Context: an optimization exercise on an open-source flow, tuned for small area, a short achievable clock period and few clock cycles per item. The choices shown serve that exercise and are no tape-out recipe. In this exercise RTL edits were held to simulation tests only and were not proved equivalent to the original. Power is estimated from default activity; no workload was simulated.

## flow/design.v

```verilog
module axi_stream_memory #(
    parameter DATA_WIDTH = 32,
    parameter ADDR_WIDTH = 8,    
    parameter READ_LATENCY = 3
)(
    input  logic                     aclk,
    input  logic                     aresetn,
    input  logic [DATA_WIDTH-1:0]     s_axis_tdata,
    input  logic                      s_axis_tvalid,
    output logic                      s_axis_tready,
    input  logic                      s_axis_tlast,
    input  logic[1:0]                 s_axis_tdest,
    output logic [DATA_WIDTH-1:0]     m_axis_tdata,
    output logic                      m_axis_tvalid,
    input  logic                      m_axis_tready,
    output logic                      m_axis_tlast,
    output logic[1:0]                 m_axis_tdest
);
    localparam int DEPTH = 1 << ADDR_WIDTH;
    localparam logic [1:0] ST_CMD  = 2'd0;
    localparam logic [1:0] ST_ADDR = 2'd1;
    localparam logic [1:0] ST_DATA = 2'd2;
    logic [DATA_WIDTH-1:0] mem [0:DEPTH-1];
    logic                  in_v;
    logic [DATA_WIDTH-1:0] in_data;
    logic [15:0]           dec_hi, dec_lo;    
    logic                  tready_q;
    logic [1:0] st;
    logic       is_rd, is_wr;
    logic       hold_w;     
    logic                  head_v, q1_v;
    logic [DATA_WIDTH-1:0] head_data, q1_data;
    assign s_axis_tready = tready_q;
    wire p_cmd  = in_v && st == ST_CMD;
    wire p_addr = in_v && st == ST_ADDR;
    wire p_data = in_v && st == ST_DATA;
    wire p_rd   = p_addr && is_rd;
    wire produce = p_rd || p_data;
    wire dec_en = !(hold_w || (p_addr && is_wr));
    always_ff @(posedge aclk) begin
        in_data <= s_axis_tdata;
        in_v    <= aresetn & s_axis_tvalid & tready_q;
        if (dec_en) begin
            for (int k = 0; k < 16; k++) begin
                dec_hi[k] <= s_axis_tdata[7:4] == k[3:0];
                dec_lo[k] <= s_axis_tdata[3:0] == k[3:0];
            end
        end
    end
    logic [1:0] st_n;
    logic       is_rd_n, is_wr_n;
    always_comb begin
        st_n = st;
        if (in_v) begin
            case (st)
                ST_CMD:  st_n = ST_ADDR;
                ST_ADDR: st_n = is_wr ? ST_DATA : ST_CMD;
                default: st_n = ST_CMD;
            endcase
        end
        is_rd_n = p_cmd ? in_data == 32'h0 : is_rd;
        is_wr_n = p_cmd ? in_data == 32'h1 : is_wr;
    end
    always_ff @(posedge aclk) begin
        if (!aresetn) begin
            st     <= ST_CMD;
            hold_w <= 1'b0;
        end else begin
            st <= st_n;
            if (p_addr && is_wr)
                hold_w <= 1'b1;
            else if (p_data)
                hold_w <= 1'b0;
        end
        is_rd <= is_rd_n;
        is_wr <= is_wr_n;
    end
    always_ff @(posedge aclk) begin
        for (int i = 0; i < DEPTH; i++)
            if (p_data && dec_hi[i / 16] && dec_lo[i % 16])
                mem[i] <= in_data;
    end
    logic [DATA_WIDTH-1:0] rd_grp [0:15];
    logic [DATA_WIDTH-1:0] rd_word;
    always_comb begin
        for (int g = 0; g < 16; g++) begin
            rd_grp[g] = '0;
            for (int j = 0; j < 16; j++)
                rd_grp[g] = rd_grp[g] | ({DATA_WIDTH{dec_lo[j]}} & mem[16 * g + j]);
        end
        rd_word = '0;
        for (int g = 0; g < 16; g++)
            rd_word = rd_word | ({DATA_WIDTH{dec_hi[g]}} & rd_grp[g]);
    end
    wire [DATA_WIDTH-1:0] new_data = p_rd ? rd_word : 32'h1;
    wire head_free = !head_v || m_axis_tready;
    wire head_n = head_free ? q1_v || produce : 1'b1;
    wire q1_n   = head_free ? q1_v && produce : q1_v || produce;
    always_ff @(posedge aclk) begin
        if (!aresetn) begin
            head_v   <= 1'b0;
            q1_v     <= 1'b0;
            tready_q <= 1'b1;
        end else begin
            head_v <= head_n;
            q1_v   <= q1_n;
            tready_q <= ({1'b0, head_n} + {1'b0, q1_n} +
                         {1'b0, s_axis_tvalid && tready_q &&
                                (st_n == ST_DATA || (st_n == ST_ADDR && is_rd_n))}) <= 2'd1;
        end
    end
    always_ff @(posedge aclk) begin
        if (head_free)
            head_data <= q1_v ? q1_data : new_data;
        if (produce && (q1_v || !head_free))
            q1_data <= new_data;
    end
    assign m_axis_tvalid = head_v;
    assign m_axis_tdata  = head_data;
    assign m_axis_tlast  = 1'b1;
    assign m_axis_tdest  = 2'b00;
endmodule
```

## flow/constraint.sdc

```tcl
create_clock -name core_clock -period 6.0 [get_ports {aclk}]
set_input_delay 1.2000 -clock core_clock [delete_from_list [all_inputs] [get_ports {aclk}]]
set_output_delay 1.2000 -clock core_clock [all_outputs]
set_load 0.01 [all_outputs]
```

## flow/config.mk

```make
export PLATFORM = sky130hd
export DESIGN_NAME = axi_stream_memory
export DESIGN_NICKNAME = axi_stream_memory
export VERILOG_FILES = /design/flow/design.v
export SDC_FILE = /design/flow/constraint.sdc
export NUM_CORES = 4
export LEC_CHECK = 0
export CAP_MARGIN = 20
export CORE_MARGIN = 2
export CORE_UTILIZATION = 30
export SETUP_SLACK_MARGIN = 2.0
export SLEW_MARGIN = 20
export SYNTH_MEMORY_MAX_BITS = 16384
```

## flow/run.sh

```bash
#!/bin/bash
# synth_recipe.tcl (not shown) runs the flow's synth.tcl, then flattens the netlist and writes it again
# the make line also repeats each setting of config.mk as NAME=value (left out here)
make -C /OpenROAD-flow-scripts/flow DESIGN_CONFIG=/design/flow/config.mk WORK_HOME=/design/flow/orfs CLKGATE_MAP_FILE= SYNTH_SCRIPT=/design/flow/synth_recipe.tcl finish
```

==> notes.md <==
-- worst max path at each step --
stage | slack [ps] | cells past startpoint | startpoint | end
floorplan | 2490 | 6 | m_axis_tready | tready_q$_SDFF_PN1_
global placement | 920 | 9 | dec_lo[1]$_DFFE_PN_ | head_data[27]$_DFFE_PN_
detailed placement | 1010 | 9 | dec_lo[15]$_DFFE_PN_ | head_data[26]$_DFFE_PN_
CTS | 1780 | 10 | dec_lo[6]$_DFFE_PN_ | head_data[22]$_DFFE_PN_
global route | 1550 | 9 | dec_lo[4]$_DFFE_PN_ | head_data[22]$_DFFE_PN_
finish | 1400 | 8 | dec_lo[13]$_DFFE_PN_ | head_data[22]$_DFFE_PN_
-- flip-flops by register name, summed over array words and instances (netlist names) --
name and cells:
in_data 32, head_v 1, tready_q 1, in_v 1
head_data 32, dec_lo 16, q1_v 1, dec_hi 16
q1_data 32, mem 8192, hold_w 1, is_wr 1
st 2, is_rd 1
-- where the power goes --
part | total, mW | internal [mW] | switching (mW)
clock network | 49.4 | 27.1 | 22.2
logic | 13.4 | 3.78 | 9.60
registers | 64.2 | 64.0 | 0.160
-- cells in the mapped netlist, drive strengths merged (2+ instances only) --
master  number
or3         31
nor2b       35
and3       258
inv          3
a22oi     1615
nand2b      11
o21ai      249
a221oi    1306
a21oi        3
nand2        6
a22o      1337
nor2        22
nor3b        2
buf        419
nor3        14
nand4      608
dfxtp       40
conb         2
and2         3
nand3      250
clkbuf     647
edfxtp    8289
nor4        10
-- routing by layer --
layer | GRT usage, % | vias up | wire length, µm
met4 | 6.16 | 6 | 36600
met2 | 27.4 | 10100 | 428000
met3 | 3.97 | 1418 | 105000
li1 | - | 67100 | -
met5 | 0 | - | 40
met1 | 24.3 | 87500 | 367000
-- repair_timing --
item                       4_1_cts  5_1_grt
pin swaps                       73      146
cloned                           8       13
buffers inserted                25       52
resized for setup              204      208
setup endpoints to repair       64       60
-- final cells by class --
cell class	instances	area share, %
Tap cell	13200	4.77
Multi-Input combinational cell	5773	13.3
Timing Repair Buffer	880	2.67
Clock buffer	1008	6.04
Clock inverter	474	1.28
Sequential cell	8329	71.9
Inverter	3	0.00324
Antenna cell	36	0.0259
-- worst register-to-register path, cell delays in order (launching register included) --
cell and delay (ps):
edfxtp_1 500, buf_12 230, buf_4 610, a221oi_2 350
nand4_1 440, a22oi_2 420, nand4_1 850, or3_4 740
a22o_1 230
-- per-stage QoR --
| step | power (mW) | utilization, % | cell area, µm² |
|---|---|---|---|
| after CTS | 126 | 34.8 | 345000 |
| after global routing | 130 | 35.0 | 347000 |
| after global placement | 77.6 | 32.1 | 319000 |
| after floorplan | 71.1 | - | 299000 |
| final | 127 | 35.0 | 347000 |
| after detailed placement | 77.7 | 32.1 | 319000 |
-- kinds of logic after synthesis --
kind of cell | share of synthesized area (%)
other cells | 0.00251
flops | 83.5
simple gates | 2.49
compound gates | 12.4
fa+ha+maj | 0.00418
buf+inv | 1.61
mux | 0.00711
==> results.json <==
{
  "status": "no timing/DRC/antenna violations",
  "cts-root-buf": "clkbuf_16",
  "h-tree-depth": 6,
  "tritoncts": "yes",
  "drive_gt1_share_pct": 15.2,
  "fill_cells": 91300,
  "power.leakage_nw": 106,
  "dp_worst_setup_slack_ps": 1010,
  "hp-class": "register to register",
  "finalClockSkew_ps": 95.0,
  "r2r_end": "head_data[22]$_DFFE_PN_",
  "grt_usage_pct": 17.6,
  "grt_overflow": 0,
  "avgViaCountPerCell": 5.58,
  "setup_viol": 0,
  "hold_viol_final": 0,
  "drv_cap": 0,
  "multi_input_area_mm2": 0.0462,
  "power-per-cell-area_mw_per_mm2": 365,
  "yosysTopAreaCell": "edfxtp_1",
  "final_nets": 15800,
  "relSlewSlack_pct": 10.9,
  "worst_path_most_repeated_cell": "nand4_1",
  "hold_depth": 1,
  "startpoint_type": "register",
  "cts_buffers": 802,
  "async_flop_share_pct": 0,
  "hp-start": "is_rd$_DFF_P_",
  "finalCriticalPeriod_ps": 4600,
  "dp_cells": 28100,
  "syn2layout_area_growth_pct": 16.2,
  "place.detailed.hpwl_mm": 522,
  "hold_buffers": 0,
  "synthTopCellsByArea": "edfxtp_1 (83%), a22oi_1 (4.1%), a22o_1 (3.9%), a221oi_1 (3.6%), nand4_1 (1.3%)",
  "ys_ff_latch": 8329,
  "holdPathEnd": "is_rd$_DFF_P_",
  "portBuffers": 69,
  "start_util_pct": 30.1,
  "tns_ps": 0,
  "cts_buffer_depth": 4,
  "synth_flop_cell": "edfxtp_1",
  "whs_ps": 488,
  "grt_max_degree": 193,
  "fp.dieH_mm": 1.00,
  "critPathTopFamily": "simple AND/OR/NAND/NOR gates",
  "slowest_stage": "nand4_1",
  "yosysWarnings": 3,
  "worstSetupEndpointType": "register",
  "coreArea_mm2": 0.993,
  "cp.arrival_ps": 5490,
  "vias": 166000,
  "antenna_found_initial": 64,
  "die-area_mm2": 1.00,
  "clock-sinks": 8329,
  "seqCellArea_mm2": 0.250,
  "cp_cell_sequence": "buf_12 > buf_4 > a221oi_2 > nand4_1 > a22oi_2 > nand4_1 > or3_4 > a22o_1",
  "r2r_slack_ps": 1400,
  "num_rows": 366,
  "reg2reg_from": "dec_lo[13]$_DFFE_PN_",
  "required_ps": 6880,
  "syn-mean-instance-area_um2": 19.7,
  "first_pass_iters": 8,
  "clock.fmax_mhz": 217,
  "clk_latency_ps": 1170,
  "ir_drop_v": 0.000321,
  "netlist.area_leader.share_pct": 83.2,
  "grt_pass1_vias": 156000,
  "drt_iter0_drc": 24400,
  "yosysUniqueCellTypes": 38,
  "rsz0062_at_grt": "yes",
  "routed_wl_mm": 936,
  "synth_edf_count": 8289,
  "syn-cell-area_mm2": 0.299,
  "clk_pin_slew_ps": 60,
  "reg2reg_depth": 8,
  "drc_errors": 0,
  "antenna_left": 0,
  "critical_path_class": "register to register",
  "path_max_fanout": 52,
  "instances_no_fill": 29800,
  "final_cell_mix": "edfxtp_1 (8289), a22oi_1 (1533), a22o_1 (1337)",
  "wire_per_inst_um": 31.5,
  "tightestPinTransition_ps": 1340,
  "gp_congestion": 0.850,
  "final_common_cell": "edfxtp_1",
  "syn_inst": 15200,
  "critPathMaxStageDelay_ps": 850,
  "timing.final.crit_share_pct": 76.7,
  "top_level_ports": 76,
  "dieWidth_mm": 1.00,
  "ys_seq_area_share_pct": 83.5,
  "slew_viol_final": 0,
  "grt_pass1_wl_mm": 1270,
  "fin_ws_ps": 1400,
  "path_buf_inv": 2
}
Testbench counts, summed over its fixed seeds: cycles 29,402, commands 12,000.

separate check: timing with driven ports:
How much do the figures lean on ideal ports? The routed layout below was timed once more, with nothing changed but the port constraints.
Step 1 (the two cells are an assumption about what drives the block):
set clk [get_ports {aclk}]
set_driving_cell -lib_cell sky130_fd_sc_hd__clkbuf_16 $clk
set_driving_cell -lib_cell sky130_fd_sc_hd__buf_2 [delete_from_list [all_inputs] $clk]
Step 2 times the ports against the registers' clock, not the clock port: input delays grow and output delays shrink by t, the midpoint of the rising clock arrivals with the driver on.
a / b / c = ideal ports / drivers / drivers and shift; a / b = the first two.
t (ns): 1.269
slack for setup (ns): 1.396 / 1.396 / 1.396
hold slack, ns: 0.488 / 0.392 / 0.488
worst setup path at the end: register to register
worst register clock-pin slew, ns: 0.08 / 0.08
After both steps setup and hold are still met in this run. The setup slack of this run moves by 0.000 ns with the drivers and by 0.000 ns with both steps.
